From an optimization exercise on the open Yosys and OpenROAD flow, aimed at small area, a short achievable clock period and few clock cycles per item; shortcuts taken in it are not production practice. At most, simulation tests tie the RTL to the original design; equivalence was not proved. For runs 1 and 2, only the layout was checked, not whether the RTL still works.

==> flow/design.v (outline; a module is shown in full before it is edited, if it fits) <==
// module booth_multiplier: 603 lines
// module bm_fa: 4 lines
// module bm_ha: 4 lines
// module bm_cpa: 730 lines
// module bm_x: 3 lines
// module bm_xn: 3 lines
// module bm_gp: 4 lines
// module bm_aoi: 3 lines
// module bm_oai: 3 lines
// module bm_nand: 3 lines
// module bm_nor: 3 lines
// module bm_inv: 3 lines
module booth_multiplier #(
    parameter int N = 64
)(
    input  logic                    clk,
    input  logic                    rst,
    input  logic                    start,
    input  logic signed [N-1:0]     multiplicand,
    input  logic signed [N-1:0]     multiplier,
    output logic signed [(2*N)-1:0] product,
    output logic                    done
);
  // ...
==> flow/flow/run.sh <==
#!/bin/bash
# Own layout flow: the standard flow, with the port buffers made from
# sky130_fd_sc_hd__buf_1 cells instead of the default cell.
set -e
cp standard.sh standard_sh.txt
echo "export BUFFER_PORTS_ARGS = -buffer_cell sky130_fd_sc_hd__buf_1" >> config.mk
bash standard.sh > standard.log 2>&1
==> flow/standard.sh <==
#!/bin/bash
# synth_recipe.tcl (not shown) runs the flow's synth.tcl, then flattens the netlist and writes it again
# the make line also repeats each setting of config.mk as NAME=value (left out here)
make -C /OpenROAD-flow-scripts/flow DESIGN_CONFIG=/design/flow/config.mk WORK_HOME=/design/flow/orfs CLKGATE_MAP_FILE= SYNTH_SCRIPT=/design/flow/synth_recipe.tcl "${@:-finish}"
==> flow/config.mk <==
export PLATFORM = sky130hd
export DESIGN_NAME = booth_multiplier
export DESIGN_NICKNAME = booth_multiplier
export VERILOG_FILES = /design/flow/design.v
export SDC_FILE = /design/flow/constraint.sdc
export NUM_CORES = 4
export LEC_CHECK = 0
export CAP_MARGIN = 20
export CORE_MARGIN = 2
export CORE_UTILIZATION = 60
export SETUP_SLACK_MARGIN = 3.0
export SLEW_MARGIN = 20
export SYNTH_HIERARCHICAL = 1
export SYNTH_MINIMUM_KEEP_SIZE = 0
export BUFFER_PORTS_ARGS = -buffer_cell sky130_fd_sc_hd__buf_1
==> flow/constraint.sdc <==
create_clock -name core_clock -period 6.0 [get_ports {clk}]
set_input_delay 1.2000 -clock core_clock [delete_from_list [all_inputs] [get_ports {clk}]]
set_output_delay 1.2000 -clock core_clock [all_outputs]
set_load 0.01 [all_outputs]
==> impl_results.md, run 1 <==
- Final Wtd Congestion: 0.913
- RSZ-0062 raised after global routing: no
- Design area: 0.0275 mm²
- Ports: 260
- Share of layout cells above drive strength 1: 0.142
- CTS root buf: clkbuf_16
- Htree depth: 2
- Outcome: finished clean
- Pin slew with the least headroom to its limit: 1070 ps
- Crit. End Element: flop
- GR met3 Demand/Resource: 0.0517
- Pin count of the biggest net entering global routing: 65
- Pre-antenna DRT Iters: 6
- Commonest cells after routing, fill and taps aside: 301 x xnor2_1, 258 x buf_1, 257 x fa_1, 255 x a22oi_1, 164 x nor2_1
- Synth warn: 7
- Post-Syn Instances: 2,409
- Setup TNS Final: 0 ps
- Crit path from: start
- P&R area growth vs syn: 9.00%
- CP endpoint: Q[63]
- First-pass GRT wire length: 114 mm
- Met2 Usage GRT: 0.557
- GRT Residual Overflow: 0
- Critical path type: in -> reg
- HPWL after detailed placement: 54.8 mm
- Largest delay share family, worst path: buffers and inverters
- WL per Instance: 23.6 µm
- Deepest clock path buffer count: 3
- Data required, critical path: 6300 ps
- Met1 Wirelength: 32.0 mm
- Worst Clk Skew: 14.7 ps
- Pre-CTS setup slack: 2440 ps
- GRT met1 Usage: 0.487
- Vias per std cell: 5.99
- Final core utilization: 0.659
- Multi-input gate share of total cell area: 0.594
- Starting density of the core: 0.605
- Worst hold slack: 511 ps
- Count of multi-input gates: 1,780
- Num sequential: 303
==> run 2: changes to the inputs <==
--- a/flow/config.mk
+++ b/flow/config.mk
@@ -10,3 +10,3 @@
 export CORE_UTILIZATION = 60
-export SETUP_SLACK_MARGIN = 3.0
+export SETUP_SLACK_MARGIN = 3.3
 export SLEW_MARGIN = 20
==> impl_results.md, run 2 <==
- Max Cap Violations: 0 (unchanged)
- CP endpoint: C[52] (was Q[63])
- Final Wtd Congestion: 0.874 (was 0.913)
- HPWL after detailed placement: 54.3 mm (was 54.8 mm)
- Ports: 260 (unchanged)
- Vias per std cell: 6.09 (was 5.99)
- Crit path DAT: 3310 ps (was 3200 ps)
- Clk slew on worst S/H paths: 60 ps (about the same)
- Initial antenna violation count: 0 (unchanged)
- Worst Clk Skew: 28.1 ps (was 14.7 ps)
- CTS tree: done (unchanged)
- Critical path type: reg -> reg (was in -> reg)
- Final Hold Fails: 0 (unchanged)
- Syn Area/Cell: 10.5 µm² (unchanged)
- Htree depth: 2 (unchanged)
- Pin slew with the least headroom to its limit: 1090 ps (was 1070 ps)
- Die Height: 209 µm (unchanged)
- Crit-path slowest cell: dfrtp_4 (was buf_4)
- Clk Latency, worst-skew pair: 570 ps (was 550 ps)
- Vias in the first global route: 19,051 (was 18,975)
- DRT iter0 DRCs: 1,677 (was 1,744)
- Footprint of the multi-input gates: 0.0167 mm² (was 0.0163 mm²)
- GRT Residual Overflow: 0 (unchanged)
- IO Port Bufs: 259 (unchanged)
- Starting density of the core: 0.605 (unchanged)
- P&R area growth vs syn: 13.5% (was 9.00%)
- Crit path cell chain: buf_12, buf_16, mux2_2, fa_2, fa_2, fa_2 (was clkbuf_4, buf_4, nor2_1, a22o_1, or3b_1)
- Pin count of the biggest net entering global routing: 65 (unchanged)
- Crit start category: flop (was input pin)
- Worst slew margin: 0.273 (was 0.289)
- Share of layout cells above drive strength 1: 0.206 (was 0.142)
- Reg-to-reg endpoint: C[52] (was M[57])
- Remaining DRCs: 0 (unchanged)
- Worst setup margin: 3200 ps (was 3100 ps)
- Tcrit/Tclk final: 0.467 (was 0.484)
- First-pass GRT wire length: 115 mm (was 114 mm)
- Final nets: 2,996 (was 2,964)
- Crit. End Element: flop (unchanged)
- Flop-to-flop setup slack: 3200 ps (was 3160 ps)
- Reg2Reg Depth: 6 (was 11)
- Most common library cell in the layout ignoring fill and taps: xnor2_1 (unchanged)
- Crit path from: first (was start)
- Row cnt: 75 (unchanged)
- Non-Filler Instances: 3,159 (was 3,124)
- Num Clock Sinks: 303 (unchanged)
- Worst-path maximum fanout: 9 (was 51)
- Placed Cells: 3,054 (was 3,056)
- CTS root buf: clkbuf_16 (unchanged)
- Synth Cell Area: 0.0252 mm² (unchanged)
- Setup TNS Final: 0 ps (unchanged)
- Worst hold path type: in -> async (was reg -> reg)
- CP peak stage delay: 550 ps (was 610 ps)
- Number of diodes: 0 (unchanged)
- Area of the die: 0.0437 mm² (unchanged)
- WL per Instance: 24.9 µm (was 23.6 µm)
- Post-Syn Instances: 2,409 (unchanged)
- RR Startpoint: first (was S[1])
- Deepest clock path buffer count: 3 (unchanged)
- Crit path top cell by count: fa_2
- Die width: 209 µm (unchanged)
- Core area: 0.0417 mm² (unchanged)
- Finish-stage setup viols: 0 (unchanged)
- Pre-antenna DRT Iters: 6 (unchanged)
- TritonCTS buffer count: 38 (was 35)
- Data required, critical path: 6510 ps (was 6300 ps)
- Worst hold slack: 507 ps (was 511 ps)
- Synth warn: 7 (unchanged)
- Fillers: 3,310 (was 3,420)
- WL final: 78.5 mm (was 73.8 mm)
- Overall global routing resource usage: 0.345 (was 0.342)
- Area taken by flip-flops and latches: 0.00752 mm² (was 0.00751 mm²)
- Pre-CTS setup slack: 2570 ps (was 2440 ps)
- Antenna Nets Post-Route: 0 (unchanged)
- RSZ-0062 raised after global routing: yes (was no)
- Hold-fix buffers at CTS: 0 (unchanged)
- Fmax: 0.357 GHz (was 0.345 GHz)
- Vias: 19,239 (was 18,713)
- Final core utilization: 0.686 (was 0.659)
- Outcome: finished clean (unchanged)
- Final worst path period need: 2800 ps (was 2900 ps)
- Fin. max-slew vios: 0 (unchanged)
- Commonest cells after routing, fill and taps aside: 301 x xnor2_1, 258 x buf_1, 254 x a22oi_1, 228 x fa_1, 150 x nand2_1 (was 301 x xnor2_1, 258 x buf_1, 257 x fa_1, 255 x a22oi_1, 164 x nor2_1)
[run 2: final cells by class]
class	instances	share of cell area
Inverter	150	0.0197
Clock buffer	54	0.0393
Multi-Input combinational cell	1780	0.585
Tap cell	539	0.0236
Clock inverter	15	0.00499
Sequential cell	303	0.263
Timing Repair Buffer	318	0.0644
[run 2: timing repair]
action | in CTS | in global routing
pin swaps | 8 | 38
setup endpoints to repair | 152 | 164
buffers inserted | 7 | 20
cloned | 3 | 6
hold endpoints to repair | 0 | 0
resized for setup | 52 | 156
[run 2: critical path: cells and delay by family, from the launching register on]
family | cells | cell delay [ps]
fa+ha+maj | 3 | 1530
flops | 1 | 550
mux | 1 | 360
buf+inv | 2 | 280
[run 2: worst min path at each step]
stage,start,endpoint,slack (ps),cells after the start
2_1_floorplan,cnt[1],cnt[1],460,2
3_5_place_dp,cnt[2],cnt[2],490,2
6_report,rst,first,510,2
5_1_grt,rst,first,510,2
4_1_cts,rst,first,480,2
3_3_place_gp,cnt[2],cnt[2],480,2
[run 2: stage by stage]
stage	area (µm²)
3_5_place_dp	26200
6_report	28600
2_1_floorplan	25200
3_3_place_gp	26200
5_1_grt	28600
4_1_cts	27800
[run 2: layer usage]
layer | up-vias | routed length, µm | part of all wire | track usage
li1 | 8450 | - | - | -
met2 | 968 | 36700 | 0.47 | 0.548
met1 | 9655 | 32300 | 0.41 | 0.489
met3 | 166 | 6510 | 0.083 | 0.0500
met4 | 0 | 3090 | 0.039 | 0.118
met5 | - | 0 | 0 | 0
==> module booth_multiplier, before the edit <==
module booth_multiplier #(
    parameter int N = 64
)(
    input  logic                    clk,
    input  logic                    rst,
    input  logic                    start,
    input  logic signed [N-1:0]     multiplicand,
    input  logic signed [N-1:0]     multiplier,
    output logic signed [(2*N)-1:0] product,
    output logic                    done
);
    logic [63:0]   M;           
    logic [63:0]   Q;           
    logic [65:0]   S, C;        
    logic [7:0]    SL, CL;      
    logic [3:0]    one, two, ng;       
    logic [3:0]    oneb, twob, ngb;    
    logic          first;       
    logic [2:0]    cnt;
    logic          busy, fin;
    logic [8:0]    lsum;
    logic          cout_g;
    assign lsum   = {1'b0, SL} + {1'b0, CL};
    assign cout_g = first ? 1'b0 : lsum[8];
    function automatic logic [2:0] recode(input logic [2:0] b);
        recode[2] = b[1] ^ b[0];
        recode[1] = (b[2] & ~b[1] & ~b[0]) | (~b[2] & b[1] & b[0]);
        recode[0] = b[2];
    endfunction
    logic [8:0] nb;       
    logic [3:0] one_n, two_n, ng_n;
    always_comb begin
        if (start) nb = {multiplier[7:0], 1'b0};
        else       nb = Q[15:7];
        for (int j = 0; j < 4; j++)
            {one_n[j], two_n[j], ng_n[j]} = recode(nb[2*j +: 3]);
    end
    logic [65:0] pp0;
    logic [65:0] pp1;
    logic [65:0] pp2;
    logic [65:0] pp3;
    always_comb begin
        pp0[0] = ng[0] ^ (one[0] & M[0]);
        for (int i = 1; i < 33; i++) pp0[i] = ng[0] ^ ((one[0] & M[i]) | (two[0] & M[i-1]));
        for (int i = 33; i < 64; i++) pp0[i] = ngb[0] ^ ((oneb[0] & M[i]) | (twob[0] & M[i-1]));
        pp0[64] = ngb[0] ^ ((oneb[0] | twob[0]) & M[63]);
        pp0[65] = ~pp0[64];
        pp1[0] = ng[1] ^ (one[1] & M[0]);
        for (int i = 1; i < 33; i++) pp1[i] = ng[1] ^ ((one[1] & M[i]) | (two[1] & M[i-1]));
        for (int i = 33; i < 64; i++) pp1[i] = ngb[1] ^ ((oneb[1] & M[i]) | (twob[1] & M[i-1]));
        pp1[64] = ngb[1] ^ ((oneb[1] | twob[1]) & M[63]);
        pp1[65] = ~pp1[64];
        pp2[0] = ng[2] ^ (one[2] & M[0]);
        for (int i = 1; i < 33; i++) pp2[i] = ng[2] ^ ((one[2] & M[i]) | (two[2] & M[i-1]));
        for (int i = 33; i < 64; i++) pp2[i] = ngb[2] ^ ((oneb[2] & M[i]) | (twob[2] & M[i-1]));
        pp2[64] = ngb[2] ^ ((oneb[2] | twob[2]) & M[63]);
        pp2[65] = ~pp2[64];
        pp3[0] = ng[3] ^ (one[3] & M[0]);
        for (int i = 1; i < 33; i++) pp3[i] = ng[3] ^ ((one[3] & M[i]) | (two[3] & M[i-1]));
        for (int i = 33; i < 64; i++) pp3[i] = ngb[3] ^ ((oneb[3] & M[i]) | (twob[3] & M[i-1]));
        pp3[64] = ngb[3] ^ ((oneb[3] | twob[3]) & M[63]);
        pp3[65] = ~pp3[64];
    end
    logic [65:0] Sg, Cg, C_INIT;
    always_comb begin
        C_INIT = '0;
        C_INIT[65] = 1'b1;
        for (int i = 0; i < 32; i++) C_INIT[2*i] = Q[2*i+1];
    end
    assign Sg = first ? '0 : S;
    assign Cg = first ? C_INIT : C;
    logic hs0, hc0, fs1, fc1, fs2, fc2, hs3, hc3;
    logic fs4, fc4, fs5, fc5, fs6, fc6, fs7, fc7;
    logic fs8, fc8, fs9, fc9, fs10, fc10, fs11, fc11;
    logic fs12, fc12, fs13, fc13, fs14, fc14, fs15, fc15;
    logic fs16, fc16, fs17, fc17, fs18, fc18, fs19, fc19;
    logic fs20, fc20, fs21, fc21, fs22, fc22, fs23, fc23;
    logic fs24, fc24, fs25, fc25, fs26, fc26, fs27, fc27;
    logic fs28, fc28, fs29, fc29, fs30, fc30, fs31, fc31;
    logic fs32, fc32, fs33, fc33, fs34, fc34, fs35, fc35;
    logic fs36, fc36, fs37, fc37, fs38, fc38, fs39, fc39;
    logic fs40, fc40, fs41, fc41, fs42, fc42, fs43, fc43;
    logic fs44, fc44, fs45, fc45, fs46, fc46, fs47, fc47;
    logic fs48, fc48, fs49, fc49, fs50, fc50, fs51, fc51;
    logic fs52, fc52, fs53, fc53, fs54, fc54, fs55, fc55;
    logic fs56, fc56, fs57, fc57, fs58, fc58, fs59, fc59;
    logic fs60, fc60, fs61, fc61, fs62, fc62, fs63, fc63;
    logic fs64, fc64, fs65, fc65, fs66, fc66, fs67, fc67;
    logic fs68, fc68, fs69, fc69, fs70, fc70, fs71, fc71;
    logic fs72, fc72, fs73, fc73, fs74, fc74, fs75, fc75;
    logic fs76, fc76, fs77, fc77, fs78, fc78, fs79, fc79;
    logic fs80, fc80, fs81, fc81, fs82, fc82, fs83, fc83;
    logic fs84, fc84, fs85, fc85, fs86, fc86, fs87, fc87;
    logic fs88, fc88, fs89, fc89, fs90, fc90, fs91, fc91;
    logic fs92, fc92, fs93, fc93, fs94, fc94, fs95, fc95;
    logic fs96, fc96, fs97, fc97, fs98, fc98, fs99, fc99;
    logic fs100, fc100, fs101, fc101, fs102, fc102, fs103, fc103;
    logic fs104, fc104, fs105, fc105, fs106, fc106, fs107, fc107;
    logic fs108, fc108, fs109, fc109, fs110, fc110, fs111, fc111;
    logic fs112, fc112, fs113, fc113, fs114, fc114, fs115, fc115;
    logic fs116, fc116, fs117, fc117, fs118, fc118, fs119, fc119;
    logic fs120, fc120, fs121, fc121, fs122, fc122, hs123, hc123;
    logic hs124, hc124, fs125, fc125, fs126, fc126, fs127, fc127;
    logic fs128, fc128, fs129, fc129, fs130, fc130, fs131, fc131;
    logic fs132, fc132, fs133, fc133, fs134, fc134, fs135, fc135;
    logic fs136, fc136, fs137, fc137, fs138, fc138, fs139, fc139;
    logic fs140, fc140, fs141, fc141, fs142, fc142, fs143, fc143;
    logic fs144, fc144, fs145, fc145, fs146, fc146, fs147, fc147;
    logic fs148, fc148, fs149, fc149, fs150, fc150, fs151, fc151;
    logic fs152, fc152, fs153, fc153, fs154, fc154, fs155, fc155;
    logic fs156, fc156, fs157, fc157, fs158, fc158, fs159, fc159;
    logic fs160, fc160, fs161, fc161, fs162, fc162, fs163, fc163;
    logic fs164, fc164, fs165, fc165, fs166, fc166, fs167, fc167;
    logic fs168, fc168, fs169, fc169, fs170, fc170, fs171, fc171;
    logic fs172, fc172, fs173, fc173, fs174, fc174, fs175, fc175;
    logic fs176, fc176, fs177, fc177, fs178, fc178, fs179, fc179;
    logic fs180, fc180, fs181, fc181, fs182, fc182, fs183, fc183;
    logic fs184, fc184, fs185, fc185, fs186, fc186, fs187, fc187;
    logic fs188, fc188, fs189, fc189, fs190, fc190, hs191, hc191;
    logic hs192, hc192, fs193, fc193, fs194, fc194, fs195, fc195;
    logic fs196, fc196, fs197, fc197, fs198, fc198, fs199, fc199;
    logic fs200, fc200, fs201, fc201, fs202, fc202, fs203, fc203;
    logic fs204, fc204, fs205, fc205, fs206, fc206, fs207, fc207;
    logic fs208, fc208, fs209, fc209, fs210, fc210, fs211, fc211;
    logic fs212, fc212, fs213, fc213, fs214, fc214, fs215, fc215;
    logic fs216, fc216, fs217, fc217, fs218, fc218, fs219, fc219;
    logic fs220, fc220, fs221, fc221, fs222, fc222, fs223, fc223;
    logic fs224, fc224, fs225, fc225, fs226, fc226, fs227, fc227;
    logic fs228, fc228, fs229, fc229, fs230, fc230, fs231, fc231;
    logic fs232, fc232, fs233, fc233, fs234, fc234, fs235, fc235;
    logic fs236, fc236, fs237, fc237, fs238, fc238, fs239, fc239;
    logic fs240, fc240, fs241, fc241, fs242, fc242, fs243, fc243;
    logic fs244, fc244, fs245, fc245, fs246, fc246, fs247, fc247;
    logic fs248, fc248, fs249, fc249, fs250, fc250, fs251, fc251;
    logic fs252, fc252, fs253, fc253, fs254, fc254, fs255, fc255;
    logic fs256, fc256, fs257, fc257, fs258, fc258, fs259, fc259;
    logic fs260, fc260, fs261, fc261, hs262, hc262;
    bm_ha u_hs0 (.a(Sg[4]), .b(Cg[4]), .s(hs0), .co(hc0));
    bm_fa u_fs1 (.a(Sg[5]), .b(Cg[5]), .c(pp0[5]), .s(fs1), .co(fc1));
    bm_fa u_fs2 (.a(Sg[6]), .b(Cg[6]), .c(pp0[6]), .s(fs2), .co(fc2));
    bm_ha u_hs3 (.a(pp1[4]), .b(pp2[2]), .s(hs3), .co(hc3));
    bm_fa u_fs4 (.a(Sg[7]), .b(Cg[7]), .c(pp0[7]), .s(fs4), .co(fc4));
    bm_fa u_fs5 (.a(pp1[5]), .b(pp2[3]), .c(pp3[1]), .s(fs5), .co(fc5));
    bm_fa u_fs6 (.a(Sg[8]), .b(Cg[8]), .c(pp0[8]), .s(fs6), .co(fc6));
    bm_fa u_fs7 (.a(pp1[6]), .b(pp2[4]), .c(pp3[2]), .s(fs7), .co(fc7));
    bm_fa u_fs8 (.a(Sg[9]), .b(Cg[9]), .c(pp0[9]), .s(fs8), .co(fc8));
    bm_fa u_fs9 (.a(pp1[7]), .b(pp2[5]), .c(pp3[3]), .s(fs9), .co(fc9));
    bm_fa u_fs10 (.a(Sg[10]), .b(Cg[10]), .c(pp0[10]), .s(fs10), .co(fc10));
    bm_fa u_fs11 (.a(pp1[8]), .b(pp2[6]), .c(pp3[4]), .s(fs11), .co(fc11));
    bm_fa u_fs12 (.a(Sg[11]), .b(Cg[11]), .c(pp0[11]), .s(fs12), .co(fc12));
    bm_fa u_fs13 (.a(pp1[9]), .b(pp2[7]), .c(pp3[5]), .s(fs13), .co(fc13));
    bm_fa u_fs14 (.a(Sg[12]), .b(Cg[12]), .c(pp0[12]), .s(fs14), .co(fc14));
    bm_fa u_fs15 (.a(pp1[10]), .b(pp2[8]), .c(pp3[6]), .s(fs15), .co(fc15));
    bm_fa u_fs16 (.a(Sg[13]), .b(Cg[13]), .c(pp0[13]), .s(fs16), .co(fc16));
    bm_fa u_fs17 (.a(pp1[11]), .b(pp2[9]), .c(pp3[7]), .s(fs17), .co(fc17));
    bm_fa u_fs18 (.a(Sg[14]), .b(Cg[14]), .c(pp0[14]), .s(fs18), .co(fc18));
    bm_fa u_fs19 (.a(pp1[12]), .b(pp2[10]), .c(pp3[8]), .s(fs19), .co(fc19));
    bm_fa u_fs20 (.a(Sg[15]), .b(Cg[15]), .c(pp0[15]), .s(fs20), .co(fc20));
    bm_fa u_fs21 (.a(pp1[13]), .b(pp2[11]), .c(pp3[9]), .s(fs21), .co(fc21));
    bm_fa u_fs22 (.a(Sg[16]), .b(Cg[16]), .c(pp0[16]), .s(fs22), .co(fc22));
    bm_fa u_fs23 (.a(pp1[14]), .b(pp2[12]), .c(pp3[10]), .s(fs23), .co(fc23));
    bm_fa u_fs24 (.a(Sg[17]), .b(Cg[17]), .c(pp0[17]), .s(fs24), .co(fc24));
    bm_fa u_fs25 (.a(pp1[15]), .b(pp2[13]), .c(pp3[11]), .s(fs25), .co(fc25));
    bm_fa u_fs26 (.a(Sg[18]), .b(Cg[18]), .c(pp0[18]), .s(fs26), .co(fc26));
    bm_fa u_fs27 (.a(pp1[16]), .b(pp2[14]), .c(pp3[12]), .s(fs27), .co(fc27));
    bm_fa u_fs28 (.a(Sg[19]), .b(Cg[19]), .c(pp0[19]), .s(fs28), .co(fc28));
    bm_fa u_fs29 (.a(pp1[17]), .b(pp2[15]), .c(pp3[13]), .s(fs29), .co(fc29));
    bm_fa u_fs30 (.a(Sg[20]), .b(Cg[20]), .c(pp0[20]), .s(fs30), .co(fc30));
    bm_fa u_fs31 (.a(pp1[18]), .b(pp2[16]), .c(pp3[14]), .s(fs31), .co(fc31));
    bm_fa u_fs32 (.a(Sg[21]), .b(Cg[21]), .c(pp0[21]), .s(fs32), .co(fc32));
    bm_fa u_fs33 (.a(pp1[19]), .b(pp2[17]), .c(pp3[15]), .s(fs33), .co(fc33));
    bm_fa u_fs34 (.a(Sg[22]), .b(Cg[22]), .c(pp0[22]), .s(fs34), .co(fc34));
    bm_fa u_fs35 (.a(pp1[20]), .b(pp2[18]), .c(pp3[16]), .s(fs35), .co(fc35));
    bm_fa u_fs36 (.a(Sg[23]), .b(Cg[23]), .c(pp0[23]), .s(fs36), .co(fc36));
    bm_fa u_fs37 (.a(pp1[21]), .b(pp2[19]), .c(pp3[17]), .s(fs37), .co(fc37));
    bm_fa u_fs38 (.a(Sg[24]), .b(Cg[24]), .c(pp0[24]), .s(fs38), .co(fc38));
    bm_fa u_fs39 (.a(pp1[22]), .b(pp2[20]), .c(pp3[18]), .s(fs39), .co(fc39));
    bm_fa u_fs40 (.a(Sg[25]), .b(Cg[25]), .c(pp0[25]), .s(fs40), .co(fc40));
    bm_fa u_fs41 (.a(pp1[23]), .b(pp2[21]), .c(pp3[19]), .s(fs41), .co(fc41));
    bm_fa u_fs42 (.a(Sg[26]), .b(Cg[26]), .c(pp0[26]), .s(fs42), .co(fc42));
    bm_fa u_fs43 (.a(pp1[24]), .b(pp2[22]), .c(pp3[20]), .s(fs43), .co(fc43));
    bm_fa u_fs44 (.a(Sg[27]), .b(Cg[27]), .c(pp0[27]), .s(fs44), .co(fc44));
    bm_fa u_fs45 (.a(pp1[25]), .b(pp2[23]), .c(pp3[21]), .s(fs45), .co(fc45));
    bm_fa u_fs46 (.a(Sg[28]), .b(Cg[28]), .c(pp0[28]), .s(fs46), .co(fc46));
    bm_fa u_fs47 (.a(pp1[26]), .b(pp2[24]), .c(pp3[22]), .s(fs47), .co(fc47));
    bm_fa u_fs48 (.a(Sg[29]), .b(Cg[29]), .c(pp0[29]), .s(fs48), .co(fc48));
    bm_fa u_fs49 (.a(pp1[27]), .b(pp2[25]), .c(pp3[23]), .s(fs49), .co(fc49));
    bm_fa u_fs50 (.a(Sg[30]), .b(Cg[30]), .c(pp0[30]), .s(fs50), .co(fc50));
    bm_fa u_fs51 (.a(pp1[28]), .b(pp2[26]), .c(pp3[24]), .s(fs51), .co(fc51));
    bm_fa u_fs52 (.a(Sg[31]), .b(Cg[31]), .c(pp0[31]), .s(fs52), .co(fc52));
    bm_fa u_fs53 (.a(pp1[29]), .b(pp2[27]), .c(pp3[25]), .s(fs53), .co(fc53));
    bm_fa u_fs54 (.a(Sg[32]), .b(Cg[32]), .c(pp0[32]), .s(fs54), .co(fc54));
    bm_fa u_fs55 (.a(pp1[30]), .b(pp2[28]), .c(pp3[26]), .s(fs55), .co(fc55));
    bm_fa u_fs56 (.a(Sg[33]), .b(Cg[33]), .c(pp0[33]), .s(fs56), .co(fc56));
    bm_fa u_fs57 (.a(pp1[31]), .b(pp2[29]), .c(pp3[27]), .s(fs57), .co(fc57));
    bm_fa u_fs58 (.a(Sg[34]), .b(Cg[34]), .c(pp0[34]), .s(fs58), .co(fc58));
    bm_fa u_fs59 (.a(pp1[32]), .b(pp2[30]), .c(pp3[28]), .s(fs59), .co(fc59));
    bm_fa u_fs60 (.a(Sg[35]), .b(Cg[35]), .c(pp0[35]), .s(fs60), .co(fc60));
    bm_fa u_fs61 (.a(pp1[33]), .b(pp2[31]), .c(pp3[29]), .s(fs61), .co(fc61));
    bm_fa u_fs62 (.a(Sg[36]), .b(Cg[36]), .c(pp0[36]), .s(fs62), .co(fc62));
    bm_fa u_fs63 (.a(pp1[34]), .b(pp2[32]), .c(pp3[30]), .s(fs63), .co(fc63));
    bm_fa u_fs64 (.a(Sg[37]), .b(Cg[37]), .c(pp0[37]), .s(fs64), .co(fc64));
    bm_fa u_fs65 (.a(pp1[35]), .b(pp2[33]), .c(pp3[31]), .s(fs65), .co(fc65));
    bm_fa u_fs66 (.a(Sg[38]), .b(Cg[38]), .c(pp0[38]), .s(fs66), .co(fc66));
    bm_fa u_fs67 (.a(pp1[36]), .b(pp2[34]), .c(pp3[32]), .s(fs67), .co(fc67));
    bm_fa u_fs68 (.a(Sg[39]), .b(Cg[39]), .c(pp0[39]), .s(fs68), .co(fc68));
    bm_fa u_fs69 (.a(pp1[37]), .b(pp2[35]), .c(pp3[33]), .s(fs69), .co(fc69));
    bm_fa u_fs70 (.a(Sg[40]), .b(Cg[40]), .c(pp0[40]), .s(fs70), .co(fc70));
    bm_fa u_fs71 (.a(pp1[38]), .b(pp2[36]), .c(pp3[34]), .s(fs71), .co(fc71));
    bm_fa u_fs72 (.a(Sg[41]), .b(Cg[41]), .c(pp0[41]), .s(fs72), .co(fc72));
    bm_fa u_fs73 (.a(pp1[39]), .b(pp2[37]), .c(pp3[35]), .s(fs73), .co(fc73));
    bm_fa u_fs74 (.a(Sg[42]), .b(Cg[42]), .c(pp0[42]), .s(fs74), .co(fc74));
    bm_fa u_fs75 (.a(pp1[40]), .b(pp2[38]), .c(pp3[36]), .s(fs75), .co(fc75));
    bm_fa u_fs76 (.a(Sg[43]), .b(Cg[43]), .c(pp0[43]), .s(fs76), .co(fc76));
    bm_fa u_fs77 (.a(pp1[41]), .b(pp2[39]), .c(pp3[37]), .s(fs77), .co(fc77));
    bm_fa u_fs78 (.a(Sg[44]), .b(Cg[44]), .c(pp0[44]), .s(fs78), .co(fc78));
    bm_fa u_fs79 (.a(pp1[42]), .b(pp2[40]), .c(pp3[38]), .s(fs79), .co(fc79));
    bm_fa u_fs80 (.a(Sg[45]), .b(Cg[45]), .c(pp0[45]), .s(fs80), .co(fc80));
    bm_fa u_fs81 (.a(pp1[43]), .b(pp2[41]), .c(pp3[39]), .s(fs81), .co(fc81));
    bm_fa u_fs82 (.a(Sg[46]), .b(Cg[46]), .c(pp0[46]), .s(fs82), .co(fc82));
    bm_fa u_fs83 (.a(pp1[44]), .b(pp2[42]), .c(pp3[40]), .s(fs83), .co(fc83));
    bm_fa u_fs84 (.a(Sg[47]), .b(Cg[47]), .c(pp0[47]), .s(fs84), .co(fc84));
    bm_fa u_fs85 (.a(pp1[45]), .b(pp2[43]), .c(pp3[41]), .s(fs85), .co(fc85));
    bm_fa u_fs86 (.a(Sg[48]), .b(Cg[48]), .c(pp0[48]), .s(fs86), .co(fc86));
    bm_fa u_fs87 (.a(pp1[46]), .b(pp2[44]), .c(pp3[42]), .s(fs87), .co(fc87));
    bm_fa u_fs88 (.a(Sg[49]), .b(Cg[49]), .c(pp0[49]), .s(fs88), .co(fc88));
    bm_fa u_fs89 (.a(pp1[47]), .b(pp2[45]), .c(pp3[43]), .s(fs89), .co(fc89));
    bm_fa u_fs90 (.a(Sg[50]), .b(Cg[50]), .c(pp0[50]), .s(fs90), .co(fc90));
    bm_fa u_fs91 (.a(pp1[48]), .b(pp2[46]), .c(pp3[44]), .s(fs91), .co(fc91));
    bm_fa u_fs92 (.a(Sg[51]), .b(Cg[51]), .c(pp0[51]), .s(fs92), .co(fc92));
    bm_fa u_fs93 (.a(pp1[49]), .b(pp2[47]), .c(pp3[45]), .s(fs93), .co(fc93));
    bm_fa u_fs94 (.a(Sg[52]), .b(Cg[52]), .c(pp0[52]), .s(fs94), .co(fc94));
    bm_fa u_fs95 (.a(pp1[50]), .b(pp2[48]), .c(pp3[46]), .s(fs95), .co(fc95));
    bm_fa u_fs96 (.a(Sg[53]), .b(Cg[53]), .c(pp0[53]), .s(fs96), .co(fc96));
    bm_fa u_fs97 (.a(pp1[51]), .b(pp2[49]), .c(pp3[47]), .s(fs97), .co(fc97));
    bm_fa u_fs98 (.a(Sg[54]), .b(Cg[54]), .c(pp0[54]), .s(fs98), .co(fc98));
    bm_fa u_fs99 (.a(pp1[52]), .b(pp2[50]), .c(pp3[48]), .s(fs99), .co(fc99));
    bm_fa u_fs100 (.a(Sg[55]), .b(Cg[55]), .c(pp0[55]), .s(fs100), .co(fc100));
    bm_fa u_fs101 (.a(pp1[53]), .b(pp2[51]), .c(pp3[49]), .s(fs101), .co(fc101));
    bm_fa u_fs102 (.a(Sg[56]), .b(Cg[56]), .c(pp0[56]), .s(fs102), .co(fc102));
    bm_fa u_fs103 (.a(pp1[54]), .b(pp2[52]), .c(pp3[50]), .s(fs103), .co(fc103));
    bm_fa u_fs104 (.a(Sg[57]), .b(Cg[57]), .c(pp0[57]), .s(fs104), .co(fc104));
    bm_fa u_fs105 (.a(pp1[55]), .b(pp2[53]), .c(pp3[51]), .s(fs105), .co(fc105));
    bm_fa u_fs106 (.a(Sg[58]), .b(Cg[58]), .c(pp0[58]), .s(fs106), .co(fc106));
    bm_fa u_fs107 (.a(pp1[56]), .b(pp2[54]), .c(pp3[52]), .s(fs107), .co(fc107));
    bm_fa u_fs108 (.a(Sg[59]), .b(Cg[59]), .c(pp0[59]), .s(fs108), .co(fc108));
    bm_fa u_fs109 (.a(pp1[57]), .b(pp2[55]), .c(pp3[53]), .s(fs109), .co(fc109));
    bm_fa u_fs110 (.a(Sg[60]), .b(Cg[60]), .c(pp0[60]), .s(fs110), .co(fc110));
    bm_fa u_fs111 (.a(pp1[58]), .b(pp2[56]), .c(pp3[54]), .s(fs111), .co(fc111));
    bm_fa u_fs112 (.a(Sg[61]), .b(Cg[61]), .c(pp0[61]), .s(fs112), .co(fc112));
    bm_fa u_fs113 (.a(pp1[59]), .b(pp2[57]), .c(pp3[55]), .s(fs113), .co(fc113));
    bm_fa u_fs114 (.a(Sg[62]), .b(Cg[62]), .c(pp0[62]), .s(fs114), .co(fc114));
    bm_fa u_fs115 (.a(pp1[60]), .b(pp2[58]), .c(pp3[56]), .s(fs115), .co(fc115));
    bm_fa u_fs116 (.a(Sg[63]), .b(Cg[63]), .c(pp0[63]), .s(fs116), .co(fc116));
    bm_fa u_fs117 (.a(pp1[61]), .b(pp2[59]), .c(pp3[57]), .s(fs117), .co(fc117));
    bm_fa u_fs118 (.a(Sg[64]), .b(Cg[64]), .c(pp0[64]), .s(fs118), .co(fc118));
    bm_fa u_fs119 (.a(pp1[62]), .b(pp2[60]), .c(pp3[58]), .s(fs119), .co(fc119));
    bm_fa u_fs120 (.a(Sg[65]), .b(Cg[65]), .c(pp0[65]), .s(fs120), .co(fc120));
    bm_fa u_fs121 (.a(pp1[63]), .b(pp2[61]), .c(pp3[59]), .s(fs121), .co(fc121));
    bm_fa u_fs122 (.a(pp1[64]), .b(pp2[62]), .c(pp3[60]), .s(fs122), .co(fc122));
    bm_ha u_hs123 (.a(Sg[0]), .b(Cg[0]), .s(hs123), .co(hc123));
    bm_ha u_hs124 (.a(Sg[1]), .b(Cg[1]), .s(hs124), .co(hc124));
    bm_fa u_fs125 (.a(Sg[2]), .b(Cg[2]), .c(pp0[2]), .s(fs125), .co(fc125));
    bm_fa u_fs126 (.a(Sg[3]), .b(Cg[3]), .c(pp0[3]), .s(fs126), .co(fc126));
    bm_fa u_fs127 (.a(hs0), .b(pp0[4]), .c(pp1[2]), .s(fs127), .co(fc127));
    bm_fa u_fs128 (.a(hc0), .b(fs1), .c(pp1[3]), .s(fs128), .co(fc128));
    bm_fa u_fs129 (.a(fc1), .b(fs2), .c(hs3), .s(fs129), .co(fc129));
    bm_fa u_fs130 (.a(fc2), .b(hc3), .c(fs4), .s(fs130), .co(fc130));
    bm_fa u_fs131 (.a(fc4), .b(fc5), .c(fs6), .s(fs131), .co(fc131));
    bm_fa u_fs132 (.a(fc6), .b(fc7), .c(fs8), .s(fs132), .co(fc132));
    bm_fa u_fs133 (.a(fc8), .b(fc9), .c(fs10), .s(fs133), .co(fc133));
    bm_fa u_fs134 (.a(fc10), .b(fc11), .c(fs12), .s(fs134), .co(fc134));
    bm_fa u_fs135 (.a(fc12), .b(fc13), .c(fs14), .s(fs135), .co(fc135));
    bm_fa u_fs136 (.a(fc14), .b(fc15), .c(fs16), .s(fs136), .co(fc136));
    bm_fa u_fs137 (.a(fc16), .b(fc17), .c(fs18), .s(fs137), .co(fc137));
    bm_fa u_fs138 (.a(fc18), .b(fc19), .c(fs20), .s(fs138), .co(fc138));
    bm_fa u_fs139 (.a(fc20), .b(fc21), .c(fs22), .s(fs139), .co(fc139));
    bm_fa u_fs140 (.a(fc22), .b(fc23), .c(fs24), .s(fs140), .co(fc140));
    bm_fa u_fs141 (.a(fc24), .b(fc25), .c(fs26), .s(fs141), .co(fc141));
    bm_fa u_fs142 (.a(fc26), .b(fc27), .c(fs28), .s(fs142), .co(fc142));
    bm_fa u_fs143 (.a(fc28), .b(fc29), .c(fs30), .s(fs143), .co(fc143));
    bm_fa u_fs144 (.a(fc30), .b(fc31), .c(fs32), .s(fs144), .co(fc144));
    bm_fa u_fs145 (.a(fc32), .b(fc33), .c(fs34), .s(fs145), .co(fc145));
    bm_fa u_fs146 (.a(fc34), .b(fc35), .c(fs36), .s(fs146), .co(fc146));
    bm_fa u_fs147 (.a(fc36), .b(fc37), .c(fs38), .s(fs147), .co(fc147));
    bm_fa u_fs148 (.a(fc38), .b(fc39), .c(fs40), .s(fs148), .co(fc148));
    bm_fa u_fs149 (.a(fc40), .b(fc41), .c(fs42), .s(fs149), .co(fc149));
    bm_fa u_fs150 (.a(fc42), .b(fc43), .c(fs44), .s(fs150), .co(fc150));
    bm_fa u_fs151 (.a(fc44), .b(fc45), .c(fs46), .s(fs151), .co(fc151));
    bm_fa u_fs152 (.a(fc46), .b(fc47), .c(fs48), .s(fs152), .co(fc152));
    bm_fa u_fs153 (.a(fc48), .b(fc49), .c(fs50), .s(fs153), .co(fc153));
    bm_fa u_fs154 (.a(fc50), .b(fc51), .c(fs52), .s(fs154), .co(fc154));
    bm_fa u_fs155 (.a(fc52), .b(fc53), .c(fs54), .s(fs155), .co(fc155));
    bm_fa u_fs156 (.a(fc54), .b(fc55), .c(fs56), .s(fs156), .co(fc156));
    bm_fa u_fs157 (.a(fc56), .b(fc57), .c(fs58), .s(fs157), .co(fc157));
    bm_fa u_fs158 (.a(fc58), .b(fc59), .c(fs60), .s(fs158), .co(fc158));
    bm_fa u_fs159 (.a(fc60), .b(fc61), .c(fs62), .s(fs159), .co(fc159));
    bm_fa u_fs160 (.a(fc62), .b(fc63), .c(fs64), .s(fs160), .co(fc160));
    bm_fa u_fs161 (.a(fc64), .b(fc65), .c(fs66), .s(fs161), .co(fc161));
    bm_fa u_fs162 (.a(fc66), .b(fc67), .c(fs68), .s(fs162), .co(fc162));
    bm_fa u_fs163 (.a(fc68), .b(fc69), .c(fs70), .s(fs163), .co(fc163));
    bm_fa u_fs164 (.a(fc70), .b(fc71), .c(fs72), .s(fs164), .co(fc164));
    bm_fa u_fs165 (.a(fc72), .b(fc73), .c(fs74), .s(fs165), .co(fc165));
    bm_fa u_fs166 (.a(fc74), .b(fc75), .c(fs76), .s(fs166), .co(fc166));
    bm_fa u_fs167 (.a(fc76), .b(fc77), .c(fs78), .s(fs167), .co(fc167));
    bm_fa u_fs168 (.a(fc78), .b(fc79), .c(fs80), .s(fs168), .co(fc168));
    bm_fa u_fs169 (.a(fc80), .b(fc81), .c(fs82), .s(fs169), .co(fc169));
    bm_fa u_fs170 (.a(fc82), .b(fc83), .c(fs84), .s(fs170), .co(fc170));
    bm_fa u_fs171 (.a(fc84), .b(fc85), .c(fs86), .s(fs171), .co(fc171));
    bm_fa u_fs172 (.a(fc86), .b(fc87), .c(fs88), .s(fs172), .co(fc172));
    bm_fa u_fs173 (.a(fc88), .b(fc89), .c(fs90), .s(fs173), .co(fc173));
    bm_fa u_fs174 (.a(fc90), .b(fc91), .c(fs92), .s(fs174), .co(fc174));
    bm_fa u_fs175 (.a(fc92), .b(fc93), .c(fs94), .s(fs175), .co(fc175));
    bm_fa u_fs176 (.a(fc94), .b(fc95), .c(fs96), .s(fs176), .co(fc176));
    bm_fa u_fs177 (.a(fc96), .b(fc97), .c(fs98), .s(fs177), .co(fc177));
    bm_fa u_fs178 (.a(fc98), .b(fc99), .c(fs100), .s(fs178), .co(fc178));
    bm_fa u_fs179 (.a(fc100), .b(fc101), .c(fs102), .s(fs179), .co(fc179));
    bm_fa u_fs180 (.a(fc102), .b(fc103), .c(fs104), .s(fs180), .co(fc180));
    bm_fa u_fs181 (.a(fc104), .b(fc105), .c(fs106), .s(fs181), .co(fc181));
    bm_fa u_fs182 (.a(fc106), .b(fc107), .c(fs108), .s(fs182), .co(fc182));
    bm_fa u_fs183 (.a(fc108), .b(fc109), .c(fs110), .s(fs183), .co(fc183));
    bm_fa u_fs184 (.a(fc110), .b(fc111), .c(fs112), .s(fs184), .co(fc184));
    bm_fa u_fs185 (.a(fc112), .b(fc113), .c(fs114), .s(fs185), .co(fc185));
    bm_fa u_fs186 (.a(fc114), .b(fc115), .c(fs116), .s(fs186), .co(fc186));
    bm_fa u_fs187 (.a(fc116), .b(fc117), .c(fs118), .s(fs187), .co(fc187));
    bm_fa u_fs188 (.a(fc118), .b(fc119), .c(fs120), .s(fs188), .co(fc188));
    bm_fa u_fs189 (.a(fc120), .b(fc121), .c(fs122), .s(fs189), .co(fc189));
    bm_fa u_fs190 (.a(fc122), .b(pp1[65]), .c(pp2[63]), .s(fs190), .co(fc190));
    bm_ha u_hs191 (.a(pp2[64]), .b(pp3[62]), .s(hs191), .co(hc191));
    bm_ha u_hs192 (.a(hs123), .b(pp0[0]), .s(hs192), .co(hc192));
    bm_fa u_fs193 (.a(hc123), .b(hs124), .c(pp0[1]), .s(fs193), .co(fc193));
    bm_fa u_fs194 (.a(hc124), .b(fs125), .c(pp1[0]), .s(fs194), .co(fc194));
    bm_fa u_fs195 (.a(fc125), .b(fs126), .c(pp1[1]), .s(fs195), .co(fc195));
    bm_fa u_fs196 (.a(fc126), .b(fs127), .c(pp2[0]), .s(fs196), .co(fc196));
    bm_fa u_fs197 (.a(fc127), .b(fs128), .c(pp2[1]), .s(fs197), .co(fc197));
    bm_fa u_fs198 (.a(fc128), .b(fs129), .c(pp3[0]), .s(fs198), .co(fc198));
    bm_fa u_fs199 (.a(fc129), .b(fs130), .c(fs5), .s(fs199), .co(fc199));
    bm_fa u_fs200 (.a(fc130), .b(fs131), .c(fs7), .s(fs200), .co(fc200));
    bm_fa u_fs201 (.a(fc131), .b(fs132), .c(fs9), .s(fs201), .co(fc201));
    bm_fa u_fs202 (.a(fc132), .b(fs133), .c(fs11), .s(fs202), .co(fc202));
    bm_fa u_fs203 (.a(fc133), .b(fs134), .c(fs13), .s(fs203), .co(fc203));
    bm_fa u_fs204 (.a(fc134), .b(fs135), .c(fs15), .s(fs204), .co(fc204));
    bm_fa u_fs205 (.a(fc135), .b(fs136), .c(fs17), .s(fs205), .co(fc205));
    bm_fa u_fs206 (.a(fc136), .b(fs137), .c(fs19), .s(fs206), .co(fc206));
    bm_fa u_fs207 (.a(fc137), .b(fs138), .c(fs21), .s(fs207), .co(fc207));
    bm_fa u_fs208 (.a(fc138), .b(fs139), .c(fs23), .s(fs208), .co(fc208));
    bm_fa u_fs209 (.a(fc139), .b(fs140), .c(fs25), .s(fs209), .co(fc209));
    bm_fa u_fs210 (.a(fc140), .b(fs141), .c(fs27), .s(fs210), .co(fc210));
    bm_fa u_fs211 (.a(fc141), .b(fs142), .c(fs29), .s(fs211), .co(fc211));
    bm_fa u_fs212 (.a(fc142), .b(fs143), .c(fs31), .s(fs212), .co(fc212));
    bm_fa u_fs213 (.a(fc143), .b(fs144), .c(fs33), .s(fs213), .co(fc213));
    bm_fa u_fs214 (.a(fc144), .b(fs145), .c(fs35), .s(fs214), .co(fc214));
    bm_fa u_fs215 (.a(fc145), .b(fs146), .c(fs37), .s(fs215), .co(fc215));
    bm_fa u_fs216 (.a(fc146), .b(fs147), .c(fs39), .s(fs216), .co(fc216));
    bm_fa u_fs217 (.a(fc147), .b(fs148), .c(fs41), .s(fs217), .co(fc217));
    bm_fa u_fs218 (.a(fc148), .b(fs149), .c(fs43), .s(fs218), .co(fc218));
    bm_fa u_fs219 (.a(fc149), .b(fs150), .c(fs45), .s(fs219), .co(fc219));
    bm_fa u_fs220 (.a(fc150), .b(fs151), .c(fs47), .s(fs220), .co(fc220));
    bm_fa u_fs221 (.a(fc151), .b(fs152), .c(fs49), .s(fs221), .co(fc221));
    bm_fa u_fs222 (.a(fc152), .b(fs153), .c(fs51), .s(fs222), .co(fc222));
    bm_fa u_fs223 (.a(fc153), .b(fs154), .c(fs53), .s(fs223), .co(fc223));
    bm_fa u_fs224 (.a(fc154), .b(fs155), .c(fs55), .s(fs224), .co(fc224));
    bm_fa u_fs225 (.a(fc155), .b(fs156), .c(fs57), .s(fs225), .co(fc225));
    bm_fa u_fs226 (.a(fc156), .b(fs157), .c(fs59), .s(fs226), .co(fc226));
    bm_fa u_fs227 (.a(fc157), .b(fs158), .c(fs61), .s(fs227), .co(fc227));
    bm_fa u_fs228 (.a(fc158), .b(fs159), .c(fs63), .s(fs228), .co(fc228));
    bm_fa u_fs229 (.a(fc159), .b(fs160), .c(fs65), .s(fs229), .co(fc229));
    bm_fa u_fs230 (.a(fc160), .b(fs161), .c(fs67), .s(fs230), .co(fc230));
    bm_fa u_fs231 (.a(fc161), .b(fs162), .c(fs69), .s(fs231), .co(fc231));
    bm_fa u_fs232 (.a(fc162), .b(fs163), .c(fs71), .s(fs232), .co(fc232));
    bm_fa u_fs233 (.a(fc163), .b(fs164), .c(fs73), .s(fs233), .co(fc233));
    bm_fa u_fs234 (.a(fc164), .b(fs165), .c(fs75), .s(fs234), .co(fc234));
    bm_fa u_fs235 (.a(fc165), .b(fs166), .c(fs77), .s(fs235), .co(fc235));
    bm_fa u_fs236 (.a(fc166), .b(fs167), .c(fs79), .s(fs236), .co(fc236));
    bm_fa u_fs237 (.a(fc167), .b(fs168), .c(fs81), .s(fs237), .co(fc237));
    bm_fa u_fs238 (.a(fc168), .b(fs169), .c(fs83), .s(fs238), .co(fc238));
    bm_fa u_fs239 (.a(fc169), .b(fs170), .c(fs85), .s(fs239), .co(fc239));
    bm_fa u_fs240 (.a(fc170), .b(fs171), .c(fs87), .s(fs240), .co(fc240));
    bm_fa u_fs241 (.a(fc171), .b(fs172), .c(fs89), .s(fs241), .co(fc241));
    bm_fa u_fs242 (.a(fc172), .b(fs173), .c(fs91), .s(fs242), .co(fc242));
    bm_fa u_fs243 (.a(fc173), .b(fs174), .c(fs93), .s(fs243), .co(fc243));
    bm_fa u_fs244 (.a(fc174), .b(fs175), .c(fs95), .s(fs244), .co(fc244));
    bm_fa u_fs245 (.a(fc175), .b(fs176), .c(fs97), .s(fs245), .co(fc245));
    bm_fa u_fs246 (.a(fc176), .b(fs177), .c(fs99), .s(fs246), .co(fc246));
    bm_fa u_fs247 (.a(fc177), .b(fs178), .c(fs101), .s(fs247), .co(fc247));
    bm_fa u_fs248 (.a(fc178), .b(fs179), .c(fs103), .s(fs248), .co(fc248));
    bm_fa u_fs249 (.a(fc179), .b(fs180), .c(fs105), .s(fs249), .co(fc249));
    bm_fa u_fs250 (.a(fc180), .b(fs181), .c(fs107), .s(fs250), .co(fc250));
    bm_fa u_fs251 (.a(fc181), .b(fs182), .c(fs109), .s(fs251), .co(fc251));
    bm_fa u_fs252 (.a(fc182), .b(fs183), .c(fs111), .s(fs252), .co(fc252));
    bm_fa u_fs253 (.a(fc183), .b(fs184), .c(fs113), .s(fs253), .co(fc253));
    bm_fa u_fs254 (.a(fc184), .b(fs185), .c(fs115), .s(fs254), .co(fc254));
    bm_fa u_fs255 (.a(fc185), .b(fs186), .c(fs117), .s(fs255), .co(fc255));
    bm_fa u_fs256 (.a(fc186), .b(fs187), .c(fs119), .s(fs256), .co(fc256));
    bm_fa u_fs257 (.a(fc187), .b(fs188), .c(fs121), .s(fs257), .co(fc257));
    bm_fa u_fs258 (.a(fc188), .b(fs189), .c(1'b1), .s(fs258), .co(fc258));
    bm_fa u_fs259 (.a(fc189), .b(fs190), .c(pp3[61]), .s(fs259), .co(fc259));
    bm_fa u_fs260 (.a(fc190), .b(hs191), .c(1'b1), .s(fs260), .co(fc260));
    bm_fa u_fs261 (.a(hc191), .b(pp2[65]), .c(pp3[63]), .s(fs261), .co(fc261));
    bm_ha u_hs262 (.a(pp3[64]), .b(1'b1), .s(hs262), .co(hc262));
    logic [65:0] S_t, C_t;
    logic [7:0] SL_t, CL_t;
    assign SL_t[0] = hs192;
    assign CL_t[0] = cout_g;
    assign SL_t[1] = hc192;
    assign CL_t[1] = fs193;
    assign SL_t[2] = fc193;
    assign CL_t[2] = fs194;
    assign SL_t[3] = fc194;
    assign CL_t[3] = fs195;
    assign SL_t[4] = fc195;
    assign CL_t[4] = fs196;
    assign SL_t[5] = fc196;
    assign CL_t[5] = fs197;
    assign SL_t[6] = fc197;
    assign CL_t[6] = fs198;
    assign SL_t[7] = fc198;
    assign CL_t[7] = fs199;
    assign S_t[0] = fc199;
    assign C_t[0] = fs200;
    assign S_t[1] = fc200;
    assign C_t[1] = fs201;
    assign S_t[2] = fc201;
    assign C_t[2] = fs202;
    assign S_t[3] = fc202;
    assign C_t[3] = fs203;
    assign S_t[4] = fc203;
    assign C_t[4] = fs204;
    assign S_t[5] = fc204;
    assign C_t[5] = fs205;
    assign S_t[6] = fc205;
    assign C_t[6] = fs206;
    assign S_t[7] = fc206;
    assign C_t[7] = fs207;
    assign S_t[8] = fc207;
    assign C_t[8] = fs208;
    assign S_t[9] = fc208;
    assign C_t[9] = fs209;
    assign S_t[10] = fc209;
    assign C_t[10] = fs210;
    assign S_t[11] = fc210;
    assign C_t[11] = fs211;
    assign S_t[12] = fc211;
    assign C_t[12] = fs212;
    assign S_t[13] = fc212;
    assign C_t[13] = fs213;
    assign S_t[14] = fc213;
    assign C_t[14] = fs214;
    assign S_t[15] = fc214;
    assign C_t[15] = fs215;
    assign S_t[16] = fc215;
    assign C_t[16] = fs216;
    assign S_t[17] = fc216;
    assign C_t[17] = fs217;
    assign S_t[18] = fc217;
    assign C_t[18] = fs218;
    assign S_t[19] = fc218;
    assign C_t[19] = fs219;
    assign S_t[20] = fc219;
    assign C_t[20] = fs220;
    assign S_t[21] = fc220;
    assign C_t[21] = fs221;
    assign S_t[22] = fc221;
    assign C_t[22] = fs222;
    assign S_t[23] = fc222;
    assign C_t[23] = fs223;
    assign S_t[24] = fc223;
    assign C_t[24] = fs224;
    assign S_t[25] = fc224;
    assign C_t[25] = fs225;
    assign S_t[26] = fc225;
    assign C_t[26] = fs226;
    assign S_t[27] = fc226;
    assign C_t[27] = fs227;
    assign S_t[28] = fc227;
    assign C_t[28] = fs228;
    assign S_t[29] = fc228;
    assign C_t[29] = fs229;
    assign S_t[30] = fc229;
    assign C_t[30] = fs230;
    assign S_t[31] = fc230;
    assign C_t[31] = fs231;
    assign S_t[32] = fc231;
    assign C_t[32] = fs232;
    assign S_t[33] = fc232;
    assign C_t[33] = fs233;
    assign S_t[34] = fc233;
    assign C_t[34] = fs234;
    assign S_t[35] = fc234;
    assign C_t[35] = fs235;
    assign S_t[36] = fc235;
    assign C_t[36] = fs236;
    assign S_t[37] = fc236;
    assign C_t[37] = fs237;
    assign S_t[38] = fc237;
    assign C_t[38] = fs238;
    assign S_t[39] = fc238;
    assign C_t[39] = fs239;
    assign S_t[40] = fc239;
    assign C_t[40] = fs240;
    assign S_t[41] = fc240;
    assign C_t[41] = fs241;
    assign S_t[42] = fc241;
    assign C_t[42] = fs242;
    assign S_t[43] = fc242;
    assign C_t[43] = fs243;
    assign S_t[44] = fc243;
    assign C_t[44] = fs244;
    assign S_t[45] = fc244;
    assign C_t[45] = fs245;
    assign S_t[46] = fc245;
    assign C_t[46] = fs246;
    assign S_t[47] = fc246;
    assign C_t[47] = fs247;
    assign S_t[48] = fc247;
    assign C_t[48] = fs248;
    assign S_t[49] = fc248;
    assign C_t[49] = fs249;
    assign S_t[50] = fc249;
    assign C_t[50] = fs250;
    assign S_t[51] = fc250;
    assign C_t[51] = fs251;
    assign S_t[52] = fc251;
    assign C_t[52] = fs252;
    assign S_t[53] = fc252;
    assign C_t[53] = fs253;
    assign S_t[54] = fc253;
    assign C_t[54] = fs254;
    assign S_t[55] = fc254;
    assign C_t[55] = fs255;
    assign S_t[56] = fc255;
    assign C_t[56] = fs256;
    assign S_t[57] = fc256;
    assign C_t[57] = fs257;
    assign S_t[58] = fc257;
    assign C_t[58] = fs258;
    assign S_t[59] = fc258;
    assign C_t[59] = fs259;
    assign S_t[60] = fc259;
    assign C_t[60] = fs260;
    assign S_t[61] = fc260;
    assign C_t[61] = fs261;
    assign S_t[62] = fc261;
    assign C_t[62] = hs262;
    assign S_t[63] = hc262;
    assign C_t[63] = pp3[65];
    assign S_t[64] = 1'b1;
    assign C_t[64] = 1'b0;
    assign S_t[65] = 1'b0;
    assign C_t[65] = 1'b0;
    logic [71:0] cpa;
    bm_cpa u_cpa (.a({S[63:0], SL}), .b({C[63:0], CL}), .s(cpa));
    always_ff @(posedge clk) begin
        if (start) begin
            M   <= multiplicand;
            Q   <= multiplier;
            cnt <= '0;
        end else if (busy) begin
            Q   <= {lsum[7:0], Q[63:8]};
            cnt <= cnt + 1'b1;
        end else if (fin) begin
            Q   <= {cpa[7:0], Q[63:8]};
            M   <= cpa[71:8];
        end
        S  <= S_t;
        C  <= C_t;
        SL <= SL_t;
        CL <= CL_t;
        if (start || busy) begin
            one <= one_n;
            two <= two_n;
            ng  <= ng_n;
        end
        oneb <= one_n;
        twob <= two_n;
        ngb  <= ng_n;
    end
    always_ff @(posedge clk or posedge rst) begin
        if (rst) begin
            busy  <= 1'b0;
            fin   <= 1'b0;
            done  <= 1'b0;
            first <= 1'b0;
        end else begin
            first <= start;
            if (start) begin
                busy <= 1'b1;
                fin  <= 1'b0;
                done <= 1'b0;
            end else begin
                if (busy && cnt == 7) begin
                    busy <= 1'b0;
                    fin  <= 1'b1;
                end
                if (fin) begin
                    fin  <= 1'b0;
                    done <= 1'b1;
                end
            end
        end
    end
    assign product = {M, Q};
endmodule
==> run 3: changes to the inputs <==
--- a/flow/design.v
+++ b/flow/design.v
@@ -32,4 +32,4 @@
     always_comb begin
-        if (start) nb = {multiplier[7:0], 1'b0};
-        else       nb = Q[15:7];
+        if (busy) nb = Q[15:7];
+        else      nb = {multiplier[7:0], 1'b0};
         for (int j = 0; j < 4; j++)
@@ -553,13 +553,10 @@
     always_ff @(posedge clk) begin
-        if (start) begin
-            M   <= multiplicand;
-            Q   <= multiplier;
+        if (start || fin)
+            M <= fin ? cpa[71:8] : multiplicand;
+        if (start || busy || fin)
+            Q <= (busy || fin) ? {lsum[7:0], Q[63:8]} : multiplier;
+        if (start)
             cnt <= '0;
-        end else if (busy) begin
-            Q   <= {lsum[7:0], Q[63:8]};
+        else if (busy)
             cnt <= cnt + 1'b1;
-        end else if (fin) begin
-            Q   <= {cpa[7:0], Q[63:8]};
-            M   <= cpa[71:8];
-        end
         S  <= S_t;
==> impl_results.md, run 3 <==
- Flop-to-flop setup slack: 3150 ps (was 3200 ps)
- Overall global routing resource usage: 0.347 (was 0.345)
- Final Hold Fails: 0 (unchanged)
- Number of diodes: 0 (unchanged)
- Vias: 18,961 (was 19,239)
- Clk Latency, worst-skew pair: 570 ps (about the same)
- Crit path DAT: 3280 ps (was 3310 ps)
- TritonCTS buffer count: 38 (unchanged)
- Synth Cell Area: 0.0250 mm² (was 0.0252 mm²)
- Crit path cell chain: buf_12, buf_4, mux2_4, fa_2, fa_2, fa_1 (was buf_12, buf_16, mux2_2, fa_2, fa_2, fa_2)
- Reg-to-reg endpoint: C[40] (was C[52])
- Worst slew margin: 0.320 (was 0.273)
- Deepest clock path buffer count: 3 (unchanged)
- Initial antenna violation count: 3 (was 0)
- Vias per std cell: 6.06 (was 6.09)
- Finish-stage setup viols: 0 (unchanged)
- Ports: 260 (unchanged)
- Clk slew on worst S/H paths: 60 ps (about the same)
- Pre-CTS setup slack: 2590 ps (was 2570 ps)
- RR Startpoint: first (unchanged)
- RSZ-0062 raised after global routing: yes (unchanged)
- Row cnt: 74 (was 75)
- Setup TNS Final: 0 ps (unchanged)
- Final nets: 2,970 (was 2,996)
- Commonest cells after routing, fill and taps aside: 300 x xnor2_1, 259 x buf_1, 246 x a22oi_1, 230 x fa_1, 151 x nand2_1 (was 301 x xnor2_1, 258 x buf_1, 254 x a22oi_1, 228 x fa_1, 150 x nand2_1)
- Core area: 0.0409 mm² (was 0.0417 mm²)
- Reg2Reg Depth: 6 (unchanged)
- Pin count of the biggest net entering global routing: 65 (unchanged)
- Final Wtd Congestion: 0.924 (was 0.874)
- Hold-fix buffers at CTS: 0 (unchanged)
- Antenna Nets Post-Route: 0 (unchanged)
- Area of the die: 0.0432 mm² (was 0.0437 mm²)
- WL final: 76.7 mm (was 78.5 mm)
- Num Clock Sinks: 303 (unchanged)
- Final core utilization: 0.695 (was 0.686)
- Worst setup margin: 3150 ps (was 3200 ps)
- Critical path type: reg -> reg (unchanged)
- Pin slew with the least headroom to its limit: 1020 ps (was 1090 ps)
- Worst hold path type: in -> async (unchanged)
- CP peak stage delay: 590 ps (was 550 ps)
- Crit. End Element: flop (unchanged)
- WL per Instance: 24.5 µm (was 24.9 µm)
- Post-Syn Instances: 2,380 (was 2,409)
- Max Cap Violations: 0 (unchanged)
- Worst-path maximum fanout: 8 (was 9)
- Tcrit/Tclk final: 0.475 (was 0.467)
- Buffers & Inverters on Critical Path: 2 (unchanged)
- Die width: 208 µm (was 209 µm)
- Crit-path slowest cell: fa_2 (was dfrtp_4)
- Crit path top cell by count: fa_2 (unchanged)
- Most common library cell in the layout ignoring fill and taps: xnor2_1 (unchanged)
- Share of layout cells above drive strength 1: 0.171 (was 0.206)
- HPWL after detailed placement: 54.6 mm (was 54.3 mm)
- IO Port Bufs: 259 (unchanged)
- Starting density of the core: 0.610 (was 0.605)
- Data required, critical path: 6430 ps (was 6510 ps)
- CTS root buf: clkbuf_16 (unchanged)
- Instance count on the critical path: 6 (unchanged)
- GRT Residual Overflow: 0 (unchanged)
- Outcome: finished clean (unchanged)
- DRT iter0 DRCs: 1,824 (was 1,677)
- Vias in the first global route: 19,255 (was 19,051)
- Crit start category: flop (unchanged)
- Pre-antenna DRT Iters: 6 (unchanged)
- P&R area growth vs syn: 14.0% (was 13.5%)
- Worst Clk Skew: 21.1 ps (was 28.1 ps)
- First-pass GRT wire length: 116 mm (was 115 mm)
- CTS tree: done (unchanged)
- Largest delay share family, worst path: adder cells (unchanged)
- Die Height: 208 µm (was 209 µm)
- Htree depth: 2 (unchanged)
- Fin. max-slew vios: 0 (unchanged)
- Fmax: 0.351 GHz (was 0.357 GHz)
- Final worst path period need: 2850 ps (was 2800 ps)
- Remaining DRCs: 0 (unchanged)
- Synth warn: 7 (unchanged)
- Syn Area/Cell: 10.5 µm² (about the same)
==> run 3: how the worst max path moves through the flow <==
stage               startpoint    end  slack (ps)
detailed placement       first  C[22]        2590
CTS                      first  C[40]        3170
global route             first  C[40]        3160
global placement         first  C[12]        2660
floorplan                first  C[32]        3330
finish                   first  C[40]        3150
==> run 3: repair_timing <==
item	in CTS	in global routing
pin swaps	28	47
endpoints found under the setup margin	224	136
gates resized for setup	107	160
gates cloned	2	2
buffers inserted	13	21
==> run 3: metal layers <==
metal | vias to the layer above | GRT usage | part of all wire
met5 | - | 0 | 0.00050
met4 | 6 | 0.118 | 0.032
met3 | 165 | 0.0515 | 0.079
met2 | 947 | 0.561 | 0.47
met1 | 9463 | 0.482 | 0.42
li1 | 8380 | - | -
==> run 3: cell type report <==
cell class / instances / area [µm²]
Clock buffer: 56 / 1060
Timing Repair Buffer: 320 / 1770
Multi-Input combinational cell: 1769 / 16800
Fill cell: 3169 / 12500
Tap cell: 532 / 666
Clock inverter: 14 / 145
Sequential cell: 303 / 7530
Inverter: 133 / 499
==> run 3: worst reg2reg max path: cells and delay by family (launching register included) <==
family | cells | cell delay (ps)
adders and majority gates | 3 | 1500
DFF | 1 | 580
buffers and inverters | 2 | 340
muxes | 1 | 310
==> run 3: per-stage QoR <==
step           hold slack, ps  instances  instance area (µm²)
3_3_place_gp              476       3019                26000
3_5_place_dp              496       3019                26000
4_1_cts                   475       3104                27700
2_1_floorplan             465       2383                25000
6_report                  487       3127                28500
5_1_grt                   504       3127                28500
Testbench counts of run 3, summed over its fixed seeds: cycles 2,880, items 288.

==> port drivers added, routing unchanged <==
The results above use ideal ports. As a check the final layouts listed here were re-extracted and re-timed, cells and wires unchanged.
Step 1: set_driving_cell puts a clkbuf_16 on clk and a buf_2 on each other input, an assumption about the parent block.
Step 2 also shifts input and output timing later by t, the mid clock arrival at the registers, as if the neighbouring blocks saw the same clock.
Three values: ideal, step 1, step 2; two values: the first two.
run | t, ns | setup WS [ns] | hold WS [ns] | worst slew at a driven data input, ns
run 1 | 0.605 | 3.097 / 3.130 / 2.525 | 0.511 / 0.491 / 0.511 | 0.08
run 2 | 0.615 | 3.197 / 3.197 / 2.927 | 0.507 / 0.476 / 0.509 | 0.08
run 3 | 0.619 | 3.152 / 3.152 / 2.792 | 0.487 / 0.462 / 0.518 | 0.06
After both steps every run listed still meets setup and hold. The setup slack of run 1, which loses most, moves by +0.033 ns with the drivers and by -0.572 ns with both steps.
